Source: an optimization exercise on an open RTL-to-GDS flow (aim: small area, a short achievable clock period and few clock cycles). Production flows keep margins and buffers that such runs may drop. Power figures rest on the tool's default switching activity, not on a simulated workload.

// linear_layer_with_mem
module linear_layer_with_mem #(
    parameter DATA_WIDTH    = 8,
    parameter W_WIDTH       = 8,
    parameter ACC_WIDTH     = 32,
    parameter ADDR_WIDTH    = 8,
    parameter DATABUS_WIDTH = 32,
    parameter N = 8,
    parameter M = 8
)(
    input  wire clk,
    input  wire rst,
    input  wire start,
    input  wire [ADDR_WIDTH-1:0] activ_base,
    input  wire [ADDR_WIDTH-1:0] weight_base,
    input  wire [ADDR_WIDTH-1:0] bias_base,
    input  wire [ADDR_WIDTH-1:0] output_base,
    output reg mem_w,
    output reg mem_sel,
    output reg done,
    output reg out_valid,
    output wire [ADDR_WIDTH-1:0]    address_bus,
    input  wire [DATABUS_WIDTH-1:0] data_bus_in,
    output wire [DATABUS_WIDTH-1:0] data_bus_out,
    input  wire                     ready
);
Size in the first run: about 730 cells after synthesis, roughly 150 flip-flops, roughly 110 I/O pins, ~7800 um^2 of cells after synthesis.
Settings: LEC_CHECK=0, CAP_MARGIN=20, CORE_MARGIN=2, CORE_UTILIZATION=40, SLEW_MARGIN=20, SYNTH_HIERARCHICAL=1, SYNTH_MINIMUM_KEEP_SIZE=0; clock period 11.0 ns.
standard.sh (not shown) runs the stock make flow with config.mk's settings and CLKGATE_MAP_FILE= SYNTH_SCRIPT=/design/flow/synth_recipe.tcl, a recipe that flattens the netlist after the stock synthesis.
==> flow/flow/run.sh <==
#!/bin/bash
# Own layout flow: the standard ORFS flow (standard.sh, unchanged
# synthesis) with the make settings listed in flow/knobs.txt (one per line):
# smaller port buffers and clock buffers, and timing repair aimed past the
# clock period. Each tool's full output goes to its ORFS log under orfs/logs/;
# make's own output goes to flow_make.log in the work folder.
set -euo pipefail
args=()
while IFS= read -r line; do
  [[ -z "$line" || "$line" == \#* ]] && continue
  args+=("$line")
done < flow/knobs.txt
bash standard.sh "${args[@]}" finish > flow_make.log 2>&1
==> flow/flow/knobs.txt <==
BUFFER_PORTS_ARGS=-buffer_cell sky130_fd_sc_hd__buf_1
SETUP_SLACK_MARGIN=7.9
CTS_ARGS=-sink_clustering_enable -repair_clock_nets -dont_use_dummy_load -buf_list sky130_fd_sc_hd__clkbuf_8 -sink_clustering_size 40 -sink_clustering_max_diameter 100
==> next run, changes <==
==> flow/run.sh (new file) <==
#!/bin/bash
# synth_recipe.tcl (not shown) runs the flow's synth.tcl, then flattens the netlist and writes it again
# the make line also repeats each setting of config.mk as NAME=value (left out here)
make -C /OpenROAD-flow-scripts/flow DESIGN_CONFIG=/design/flow/config.mk WORK_HOME=/design/flow/orfs CLKGATE_MAP_FILE= SYNTH_SCRIPT=/design/flow/synth_recipe.tcl finish
removed: flow/flow/run.sh
removed: flow/flow/knobs.txt
removed: flow/standard.sh
Result: The new run finished clean; synthesized cell count does not change; register-to-register slack gets worse by 0.75 ns; hold slack gets better by 0.0094 ns; first-iteration DRC count decreases by a quarter to a third; power increases by a few percent; design area increases slightly.
==> next run, changes <==
==> flow/flow/run.sh (new file) <==
#!/bin/bash
# Own layout flow: the standard ORFS flow (standard.sh, unchanged
# synthesis) with the make settings listed in flow/knobs.txt (one per line):
# smaller port buffers and clock buffers, and timing repair aimed past the
# clock period. Each tool's full output goes to its ORFS log under orfs/logs/;
# make's own output goes to flow_make.log in the work folder.
set -euo pipefail
args=()
while IFS= read -r line; do
  [[ -z "$line" || "$line" == \#* ]] && continue
  args+=("$line")
done < flow/knobs.txt
bash standard.sh "${args[@]}" finish > flow_make.log 2>&1
==> flow/flow/knobs.txt (new file) <==
BUFFER_PORTS_ARGS=-buffer_cell sky130_fd_sc_hd__buf_1
SETUP_SLACK_MARGIN=7.6
CTS_ARGS=-sink_clustering_enable -repair_clock_nets -dont_use_dummy_load -buf_list sky130_fd_sc_hd__clkbuf_8 -sink_clustering_size 40 -sink_clustering_max_diameter 100
==> flow/standard.sh (new file) <==
#!/bin/bash
# synth_recipe.tcl (not shown) runs the flow's synth.tcl, then flattens the netlist and writes it again
# the make line also repeats each setting of config.mk as NAME=value (left out here)
make -C /OpenROAD-flow-scripts/flow DESIGN_CONFIG=/design/flow/config.mk WORK_HOME=/design/flow/orfs CLKGATE_MAP_FILE= SYNTH_SCRIPT=/design/flow/synth_recipe.tcl "${@:-finish}"
removed: flow/run.sh
Wire length goes down by 9.6%.
Worst setup slack improves by 0.75 ns.
Hold slack degrades by 0.0054 ns.
Fmax increases by 23%.
Clock skew climbs by 0.016 ns.
Area after synthesis does not change.
Die area is unchanged.
Combinational power is lower by about 10%.
No run of this note included a check of the RTL's function; only the layout flow was run.

* * *

== v6 ==
The RTL this note starts from:
==> flow/design.v <==
module linear_layer_with_mem #(
    parameter DATA_WIDTH    = 8,
    parameter W_WIDTH       = 8,
    parameter ACC_WIDTH     = 32,
    parameter ADDR_WIDTH    = 8,
    parameter DATABUS_WIDTH = 32,
    parameter N = 8,
    parameter M = 8
)(
    input  wire clk,
    input  wire rst,
    input  wire start,
    input  wire [ADDR_WIDTH-1:0] activ_base,
    input  wire [ADDR_WIDTH-1:0] weight_base,
    input  wire [ADDR_WIDTH-1:0] bias_base,
    input  wire [ADDR_WIDTH-1:0] output_base,
    output reg mem_w,
    output reg mem_sel,
    output reg done,
    output reg out_valid,
    output wire [ADDR_WIDTH-1:0]    address_bus,
    input  wire [DATABUS_WIDTH-1:0] data_bus_in,
    output wire [DATABUS_WIDTH-1:0] data_bus_out,
    input  wire                     ready
);
    localparam PH_IDLE = 3'd0, PH_ACT = 3'd1, PH_BIAS = 3'd2, PH_WGT = 3'd3,
               PH_OUT = 3'd4, PH_DONE = 3'd5;
    reg [2:0] phase;
    reg [2:0] i, j;        
    reg [1:0] k;           
    reg       busy;        
    reg       rdy_q, rdy_qq;    
    reg       ov1;
    reg [7:0]  act [0:7];
    reg [6:0]  wq;         
    reg [15:0] bl;         
    reg        pneg;       
    reg        psgn;       
    reg [31:0] r;
    reg [7:0]  address;
    assign address_bus  = address;
    assign data_bus_out = r;
    wire xfer = mem_sel & ready;
    wire [7:0] a = act[0];
    wire w0 = data_bus_in[0];
    wire w1 = data_bus_in[1];
    wire [9:0] ppx_new = (({10{w0}} & {{2{a[7]}}, a}) |
                          ({10{w1 & ~w0}} & {a[7], a, 1'b0})) ^ {10{w1}};
    wire [2:0] trip = wq[2:0];
    wire s_neg = trip[2] & ~(trip[1] & trip[0]);
    wire s_one = trip[1] ^ trip[0];
    wire s_two = (trip[2] & ~trip[1] & ~trip[0]) | (~trip[2] & trip[1] & trip[0]);
    wire [9:0] ppx_s = (({10{s_one}} & {{2{a[7]}}, a}) |
                        ({10{s_two}} & {a[7], a, 1'b0})) ^ {10{s_neg}};
    reg  [15:0] bl_s;
    always @* begin
        case (k)
            2'd0: bl_s = {{4{ppx_s[9]}}, ppx_s, {2{s_neg}}};
            2'd1: bl_s = {{2{ppx_s[9]}}, ppx_s, {4{s_neg}}};
            default: bl_s = {ppx_s, {6{s_neg}}};
        endcase
    end
    wire new_w   = xfer & (phase == PH_WGT);
    wire more    = busy & (k != 2'd3);
    wire [15:0] bl_n   = new_w ? {{6{ppx_new[9]}}, ppx_new} : more ? bl_s : 16'd0;
    wire        pneg_n = new_w ? w1 : more & s_neg;
    wire        psgn_n = new_w ? ppx_new[9] : more & ppx_s[9];
    wire [15:0] lsum;
    wire        c16;
    llwm_add16 u_add (.a(r[15:0]), .b(bl), .ci(pneg), .s(lsum), .co(c16));
    wire [15:0] hi1, hi0;
    llwm_hi u_hi (.h(r[31:16]), .sgn(psgn), .o1(hi1), .o0(hi0));
    wire [31:0] sum = {c16 ? hi1 : hi0, lsum};
    reg [7:0] nbase, noff;
    always @* begin
        case (phase)
            PH_BIAS: begin nbase = bias_base;   noff = {5'd0, i}; end
            PH_WGT:  begin nbase = weight_base; noff = {2'd0, i, j}; end
            PH_OUT:  begin nbase = output_base; noff = {5'd0, i}; end
            default: begin nbase = activ_base;  noff = {5'd0, j}; end
        endcase
    end
    always @(posedge clk or posedge rst) begin
        if (rst) begin
            phase <= PH_IDLE;
            i <= 0; j <= 0; k <= 0;
            busy <= 0; rdy_q <= 0; rdy_qq <= 0;
            mem_sel <= 0; mem_w <= 0;
            done <= 0; out_valid <= 0; ov1 <= 0;
        end else begin
            rdy_q <= xfer;
            rdy_qq <= rdy_q;
            ov1 <= xfer & mem_w;
            out_valid <= (xfer & mem_w) | ov1;
            mem_w <= (phase == PH_OUT);
            if (busy) begin
                k <= k + 2'd1;
                if (k == 2'd3) busy <= 0;
            end
            case (phase)
                PH_IDLE: if (start) begin
                    phase <= PH_ACT;
                    mem_sel <= 1;
                end
                PH_DONE: ;
                default: begin
                    mem_sel <= ~xfer;
                    if (xfer) begin
                        case (phase)
                            PH_ACT: begin
                                j <= j + 3'd1;
                                if (j == 3'd7) phase <= PH_BIAS;
                            end
                            PH_BIAS: phase <= PH_WGT;
                            PH_WGT: begin
                                busy <= 1;
                                j <= j + 3'd1;
                                if (j == 3'd7) phase <= PH_OUT;
                            end
                            default: begin
                                i <= i + 3'd1;
                                if (i == 3'd7) begin
                                    phase <= PH_DONE;
                                    done <= 1;
                                end else
                                    phase <= PH_BIAS;
                            end
                        endcase
                    end
                end
            endcase
        end
    end
    wire rot = busy & (k == 2'd3);
    integer n;
    always @(posedge clk) begin
        if (phase == PH_IDLE)
            address <= activ_base;
        else if (rdy_q)
            address <= nbase;
        else
            address <= address + (rdy_qq ? noff : 8'd0);
        wq <= busy ? {2'b00, wq[6:2]} : data_bus_in[7:1];
        bl <= bl_n;
        pneg <= pneg_n;
        psgn <= psgn_n;
        if (phase == PH_ACT)
            act[7] <= data_bus_in[7:0];
        else if (rot)
            act[7] <= act[0];
        if ((rdy_q && phase == PH_ACT) || rot)
            for (n = 0; n < 7; n = n + 1) act[n] <= act[n+1];
        r <= (phase == PH_BIAS) ? data_bus_in : sum;
    end
endmodule
module llwm_add16 (
    input  wire [15:0] a,
    input  wire [15:0] b,
    input  wire        ci,
    output wire [15:0] s,
    output wire        co
);
    wire [15:0] g0 = a & b;
    wire [15:0] p0 = a ^ b;
    reg  [15:0] G [0:4];
    reg  [15:0] P [0:4];
    integer lv, n;
    always @* begin
        G[0] = g0; P[0] = p0;
        for (lv = 0; lv < 4; lv = lv + 1) begin
            G[lv+1] = G[lv]; P[lv+1] = P[lv];
            for (n = (1 << lv); n < 16; n = n + 1) begin
                G[lv+1][n] = G[lv][n] | (P[lv][n] & G[lv][n - (1 << lv)]);
                P[lv+1][n] = P[lv][n] & P[lv][n - (1 << lv)];
            end
        end
    end
    wire [16:0] c = {G[4] | (P[4] & {16{ci}}), ci};
    assign s  = p0 ^ c[15:0];
    assign co = c[16];
endmodule
module llwm_hi (
    input  wire [15:0] h,
    input  wire        sgn,
    output wire [15:0] o1,
    output wire [15:0] o0
);
    wire [15:0] all1, all0;
    assign all1[0] = 1'b1;
    assign all0[0] = 1'b1;
    genvar gi;
    generate for (gi = 1; gi < 16; gi = gi + 1) begin : pre
        assign all1[gi] = &h[gi-1:0];
        assign all0[gi] = ~|h[gi-1:0];
    end endgenerate
    assign o1 = h ^ ({16{~sgn}} & all1);
    assign o0 = h ^ ({16{sgn}} & all0);
endmodule
clock: 11.0 ns
lec_check: 0
cap_margin: 20
core_margin: 2
core_utilization: 65
slew_margin: 20
synth_hierarchical: 1
synth_minimum_keep_size: 0
==> flow/flow/run.sh <==
#!/bin/bash
# Own layout flow: the standard ORFS flow (standard.sh, unchanged
# synthesis) with the make settings listed in flow/knobs.txt (one per line):
# smaller port buffers and clock buffers, and timing repair aimed past the
# clock period. Each tool's full output goes to its ORFS log under orfs/logs/;
# make's own output goes to flow_make.log in the work folder.
set -euo pipefail
args=()
while IFS= read -r line; do
  [[ -z "$line" || "$line" == \#* ]] && continue
  args+=("$line")
done < flow/knobs.txt
bash standard.sh "${args[@]}" finish > flow_make.log 2>&1
==> flow/flow/knobs.txt <==
BUFFER_PORTS_ARGS=-buffer_cell sky130_fd_sc_hd__buf_1
SETUP_SLACK_MARGIN=7.8
CTS_ARGS=-sink_clustering_enable -repair_clock_nets -dont_use_dummy_load -buf_list sky130_fd_sc_hd__clkbuf_8 -sink_clustering_size 40 -sink_clustering_max_diameter 100
Input changes introduced in v7 (baseline for comparison: v6):
- a change of CORE_UTILIZATION from 65 to 40
==> flow/flow/knobs.txt <==
BUFFER_PORTS_ARGS=-buffer_cell sky130_fd_sc_hd__buf_2
SETUP_SLACK_MARGIN=8.0
## What came out
- Delta (v7 minus v6): final setup slack of the worst path now sits higher, post-route cell area now sits higher.
- Of v7 and v6, the lower part of the total power dissipated in combinational logic belongs to v6.
- Power consumption on v7 is behind v6.
No run of this note included a check of the RTL's function; only the layout flow was run.

-- afterwards: timing with drivers on the ports --
The flow's constraints put no driver on any port. The routed layouts listed below were extracted and timed again, unchanged, in two steps. Step 1 sets driving cells, clkbuf_16 on the clock port and buf_2 on the other inputs (assumed; they add their load-dependent delay and slew). Step 2 times the ports against the registers' clock, not the clock port: input delays grow and output delays shrink by t, the midpoint of the rising clock arrivals with the driver on. Three values: no drivers, after step 1, after step 2; two values: the first two.
run | shift t [ns] | setup slack, ns | worst hold slack (ns)
the first run of note 1 | 0.477 | 7.831 / 7.790 / 7.528 | 0.402 / 0.402 / 0.402
the second run of note 1 | 0.468 | 6.923 / 6.925 / 6.457 | 0.412 / 0.412 / 0.412
the third run of note 1 | 0.483 | 7.674 / 7.633 / 7.258 | 0.406 / 0.406 / 0.406
v6 | 0.452 | 7.836 / 7.809 / 7.413 | 0.414 / 0.414 / 0.414
v7 | 0.463 | 7.840 / 7.794 / 7.603 | 0.416 / 0.416 / 0.416
After both steps setup and hold are still met in every run listed. For the second run of note 1, which loses most, drivers alone change the setup slack by +0.002 ns; drivers and shift together by -0.466 ns.
